Background: an optimization exercise with open tools, aiming at small area and a short achievable clock period. Do not read the settings as production practice.
Where RTL was checked, it was by simulation tests only, not by an equivalence proof against the original.

==> 06-09 <==
Design singleCycle, start of the top module:
module singleCycle(input clk, input reset, input [15:0] instr, output [15:0] pc, output [15:0] Result);
export LEC_CHECK = 0
export CAP_MARGIN = 20
export CORE_MARGIN = 2
export CORE_UTILIZATION = 40
export SLEW_MARGIN = 20
create_clock -name core_clock -period 20.0 [get_ports {clk}]
standard.sh (not shown) runs the stock make flow with config.mk's settings and CLKGATE_MAP_FILE= SYNTH_SCRIPT=/design/flow/synth_recipe.tcl, a recipe that flattens the netlist after the stock synthesis.
==> flow/flow/run.sh <==
#!/bin/bash
# The standard ORFS layout (standard.sh) with these make settings:
#   "BUFFER_PORTS_ARGS=-buffer_cell sky130_fd_sc_hd__buf_2" ADDER_MAP_FILE= SETUP_SLACK_MARGIN=7 CORE_UTILIZATION=60
# BUFFER_PORTS_ARGS: port buffers are buf_2 cells instead of the default delay-buffer cell.
# ADDER_MAP_FILE= (if set): Yosys keeps adders as plain gates for ABC, which then sees
#   the full timing paths through the multiplier tree (registers are unchanged).
# SETUP_SLACK_MARGIN: repair_timing aims for a larger setup margin.
set -euo pipefail
bash standard.sh "BUFFER_PORTS_ARGS=-buffer_cell sky130_fd_sc_hd__buf_2" ADDER_MAP_FILE= SETUP_SLACK_MARGIN=7 CORE_UTILIZATION=60 finish > flow_make.log 2>&1
==> 04-27 (differences from 06-09) <==
--- a/flow/design.v
+++ b/flow/design.v
@@ -1,15 +1,15 @@
 module mul16lo(input [15:0] a, input [15:0] b, output [15:0] p);
   wire [15:0] pp [0:15];
   genvar gi;
   generate for (gi = 0; gi < 16; gi = gi + 1) begin : g_pp
     assign pp[gi] = a & {16{b[gi]}};
   end endgenerate
-  wire s1, c2, s3, c4, s5, c6, s7, c8, s9, c10, s11, c12, s13, c14, s15, c16, s17, c18, s19, c20, s21, c22, s23, c24, s25, c26, s27, c28, s29, c30, s31, c32, s33, c34, s35, c36, s37, c38, s39, c40, s41, c42, s43, c44, s45, c46, s47, c48, s49, c50, s51, c52, s53, c54, s55, c56, s57, c58, s59, c60, s61, c62, s63, c64, s65, c66, s67, c68, s69, c70, s71, c72, s73, c74, s75, c76, s77, c78, s79, c80, s81, c82, s83, c84, s85, c86, s87, c88, s89, c90, s91, c92, s93, c94, s95, c96, s97, c98, s99, c100, s101, c102, s103, c104, s105, c106, s107, c108, s109, c110, s111, c112, s113, c114, s115, c116, s117, c118, s119, c120, s121, c122, s123, c124, s125, c126, s127, c128, s129, c130, s131, c132, s133, c134, s135, c136, s137, c138, s139, c140, s141, c142, s143, c144, s145, c146, s147, c148, s149, c150, s151, c152, s153, c154, s155, c156, s157, c158, s159, c160, s161, c162, s163, c164, s165, c166, s167, c168, s169, c170, s171, c172, s173, c174, s175, c176, s177, c178, s179, c180, s181, c182, x183, x184, x185, x186, x187, x188, x189, x190, x191, x192, x193, x194, x195, x196;
+  wire s1, c2, s3, c4, s5, c6, s7, c8, s9, c10, s11, c12, s13, c14, s15, c16, s17, c18, s19, c20, s21, c22, s23, c24, s25, c26, s27, c28, s29, c30, s31, c32, s33, c34, s35, c36, s37, c38, s39, c40, s41, c42, s43, c44, s45, c46, s47, c48, s49, c50, s51, c52, s53, c54, s55, c56, s57, c58, s59, c60, s61, c62, s63, c64, s65, c66, s67, c68, s69, c70, s71, c72, s73, c74, s75, c76, s77, c78, s79, c80, s81, c82, s83, c84, s85, c86, s87, c88, s89, c90, s91, c92, s93, c94, s95, c96, s97, c98, s99, c100, s101, c102, s103, c104, s105, c106, s107, c108, s109, c110, s111, c112, s113, c114, s115, c116, s117, c118, s119, c120, s121, c122, s123, c124, s125, c126, s127, c128, s129, c130, s131, c132, s133, c134, s135, c136, s137, c138, s139, c140, s141, c142, s143, c144, s145, c146, s147, c148, s149, c150, s151, c152, s153, c154, s155, c156, s157, c158, s159, c160, s161, c162, s163, c164, s165, c166, s167, c168, s169, c170, s171, c172, s173, c174, s175, c176, s177, c178, s179, c180, s181, c182, x183, x184, x185, x186, x187, x188, x189, x190, x191, x192, x193, x194, x195, x196, x197, x198, x199, x200, x201, x202, x203, x204, x205, x206, x207, x208, x209;
   assign s1 = pp[2][0] ^ pp[1][1];
   assign c2 = pp[2][0] & pp[1][1];
   assign s3 = pp[3][0] ^ pp[2][1] ^ pp[1][2];
   assign c4 = (pp[3][0] & pp[2][1]) | (pp[3][0] & pp[1][2]) | (pp[2][1] & pp[1][2]);
   assign s5 = pp[0][3] ^ c2;
   assign c6 = pp[0][3] & c2;
   assign s7 = pp[4][0] ^ pp[3][1] ^ pp[2][2];
   assign c8 = (pp[4][0] & pp[3][1]) | (pp[4][0] & pp[2][2]) | (pp[3][1] & pp[2][2]);
@@ -182,52 +182,70 @@
   assign s175 = s167 ^ s169 ^ s171;
   assign c176 = (s167 & s169) | (s167 & s171) | (s169 & s171);
   assign s177 = c148 ^ c150 ^ s173;
   assign c178 = (c148 & c150) | (c148 & s173) | (c150 & s173);
   assign s179 = s175 ^ c152 ^ s177;
   assign c180 = (s175 & c152) | (s175 & s177) | (c152 & s177);
   assign s181 = c154 ^ s179;
   assign c182 = c154 & s179;
-  assign x183 = pp[15][0] ^ pp[14][1] ^ pp[13][2];
-  assign x184 = pp[12][3] ^ pp[11][4] ^ pp[10][5];
-  assign x185 = pp[9][6] ^ pp[8][7] ^ pp[7][8];
-  assign x186 = pp[6][9] ^ pp[5][10] ^ pp[4][11];
-  assign x187 = pp[3][12] ^ pp[2][13] ^ pp[1][14];
-  assign x188 = pp[0][15] ^ c158 ^ c160;
-  assign x189 = c162 ^ c164 ^ c166;
-  assign x190 = x183 ^ x184 ^ x185;
-  assign x191 = x186 ^ x187 ^ c168;
-  assign x192 = c170 ^ c172 ^ x188;
-  assign x193 = x189 ^ x190 ^ c174;
-  assign x194 = x191 ^ c176 ^ x192;
-  assign x195 = x193 ^ c178 ^ x194;
-  assign x196 = c180 ^ x195;
+  assign x183 = pp[15][0] ^ pp[14][1];
+  assign x184 = pp[13][2] ^ pp[12][3];
+  assign x185 = pp[11][4] ^ pp[10][5];
+  assign x186 = pp[9][6] ^ pp[8][7];
+  assign x187 = pp[7][8] ^ pp[6][9];
+  assign x188 = pp[5][10] ^ pp[4][11];
+  assign x189 = pp[3][12] ^ pp[2][13];
+  assign x190 = pp[1][14] ^ pp[0][15];
+  assign x191 = x183 ^ x184;
+  assign x192 = x185 ^ x186;
+  assign x193 = x187 ^ x188;
+  assign x194 = x189 ^ x190;
+  assign x195 = c158 ^ c160;
+  assign x196 = c162 ^ c164;
+  assign x197 = c166 ^ x191;
+  assign x198 = x192 ^ x193;
+  assign x199 = x194 ^ x195;
+  assign x200 = x196 ^ x197;
+  assign x201 = x198 ^ c168;
+  assign x202 = c170 ^ c172;
+  assign x203 = x199 ^ x200;
+  assign x204 = x201 ^ x202;
+  assign x205 = c174 ^ x203;
+  assign x206 = c176 ^ x204;
+  assign x207 = x205 ^ x206;
+  assign x208 = c178 ^ x207;
+  assign x209 = x208 ^ c180;
   wire [15:0] mx = {c182, c156, c132, c110, s107, c72, c56, s53, s39, s27, s17, s9, s3, pp[0][2], pp[1][0], pp[0][0]};
-  wire [15:0] my = {x196, s181, s155, s131, s109, s89, s71, s55, s41, s29, s19, s11, s5, s1, pp[0][1], 1'b0};
+  wire [15:0] my = {x209, s181, s155, s131, s109, s89, s71, s55, s41, s29, s19, s11, s5, s1, pp[0][1], 1'b0};
   assign p = mx + my;
 endmodule
 module singleCycle(input clk, input reset, input [15:0] instr, output [15:0] pc, output [15:0] Result);
   reg [14:0] pcr;
   assign pc = {pcr, 1'b0};
   always @(posedge clk)
     if (reset) pcr <= 15'd0;
     else       pcr <= pcr + 15'd1;
   wire [3:0] op = instr[15:12];
   wire [2:0] s  = instr[11:9];
   wire [2:0] t  = instr[8:6];
   wire [2:0] d  = instr[5:3];
   reg [15:0] r0, r1, r2, r3, r4, r5, r6, r7;
   reg        C;
-  wire [15:0] a01 = s[0] ? r1 : r0, a23 = s[0] ? r3 : r2, a45 = s[0] ? r5 : r4, a67 = s[0] ? r7 : r6;
-  wire [15:0] a03 = s[1] ? a23 : a01, a47 = s[1] ? a67 : a45;
-  wire [15:0] a   = s[2] ? a47 : a03;
-  wire [15:0] b01 = t[0] ? r1 : r0, b23 = t[0] ? r3 : r2, b45 = t[0] ? r5 : r4, b67 = t[0] ? r7 : r6;
-  wire [15:0] b03 = t[1] ? b23 : b01, b47 = t[1] ? b67 : b45;
-  wire [15:0] b   = t[2] ? b47 : b03;
+  reg [15:0] a, b;
+  always @* begin
+    case (s)
+      3'd0: a = r0; 3'd1: a = r1; 3'd2: a = r2; 3'd3: a = r3;
+      3'd4: a = r4; 3'd5: a = r5; 3'd6: a = r6; default: a = r7;
+    endcase
+    case (t)
+      3'd0: b = r0; 3'd1: b = r1; 3'd2: b = r2; 3'd3: b = r3;
+      3'd4: b = r4; 3'd5: b = r5; 3'd6: b = r6; default: b = r7;
+    endcase
+  end
   wire [15:0] sext = {{10{instr[5]}}, instr[5:0]};
   wire [15:0] bop  = (op[1] & op[0]) ? sext : (op[0] ? ~b : b);
   wire        cin  = op[1] ? C : op[0];
   wire [16:0] sum  = {1'b0, a} + {1'b0, bop} + {16'd0, cin};
   wire [15:0] shr = a >> instr[3:0];
   wire [15:0] mul;
   mul16lo u_mul(.a(a), .b(b), .p(mul));
   assign Result = op[2] ? (op[0] ? mul : shr) : sum[15:0];
==> flow/flow/run.sh (replaced) <==
#!/bin/bash
# Standard ORFS layout (the standard.sh, unchanged synthesis) with two changes:
# the port buffers are buf_2 cells instead of the default delay-buffer cell, and
# repair_timing aims for a larger setup margin.
set -euo pipefail
bash standard.sh "BUFFER_PORTS_ARGS=-buffer_cell sky130_fd_sc_hd__buf_2" SETUP_SLACK_MARGIN=5 finish > flow_make.log 2>&1
==> summary of the runs <==
04-27 went through all stages and came out clean. 06-09 produced a clean layout. Die area: 06-09 is smaller than 04-27 (30%). Flip-flop and latch count is the same in 04-27 and 06-09. Against 04-27, the final area of 06-09 is higher by 3.5%. Between 04-27 and 06-09, the lower register-to-register slack is in 04-27 (gap 1.9 ns). Worst hold slack: 04-27 is worse than 06-09 (0.027 ns). In count of clock-buffer cells in the layout, 04-27 and 06-09 do not differ. Between 06-09 and 04-27, the lower first-iteration DRC count is in 06-09 (gap 11%, measured against 04-27). Between 06-09 and 04-27, the lower cell count is in 06-09 (gap 7.4%, measured against 04-27).
Function not checked in 04-27: the RTL went through the layout flow alone.

-- what the ideal ports hide --
No port has a modelled driver above. Below, the same layouts with a new extraction and two added sets of constraints.
Step 1 (the two cells are an assumption about what drives the block):
set clk [get_ports {clk}]
set_driving_cell -lib_cell sky130_fd_sc_hd__clkbuf_16 $clk
set_driving_cell -lib_cell sky130_fd_sc_hd__buf_2 [delete_from_list [all_inputs] $clk]
Step 2 moves the port delays by t, midway between the first and last clock arrival at a register: inputs arrive t later, outputs are due t later. That takes back most of the time a late clock gives input paths.
Slacks: ideal ports / drivers / drivers and shift; pairs: ideal ports / drivers.
run | t (ns) | setup WS [ns] | hold WS [ns] | worst register clock-pin slew, ns | worst data-port slew with drivers (ns)
06-09 | 0.476 | 7.180 / 7.155 / 7.155 | 0.488 / 0.488 / 0.488 | 0.08 / 0.08 | 0.07
04-27 | 0.463 | 5.279 / 5.245 / 5.245 | 0.461 / 0.461 / 0.461 | 0.07 / 0.07 | 0.09
After both steps every run listed still meets setup and hold. The setup slack of 04-27, which loses most, moves by -0.034 ns with the drivers and by -0.034 ns with both steps.
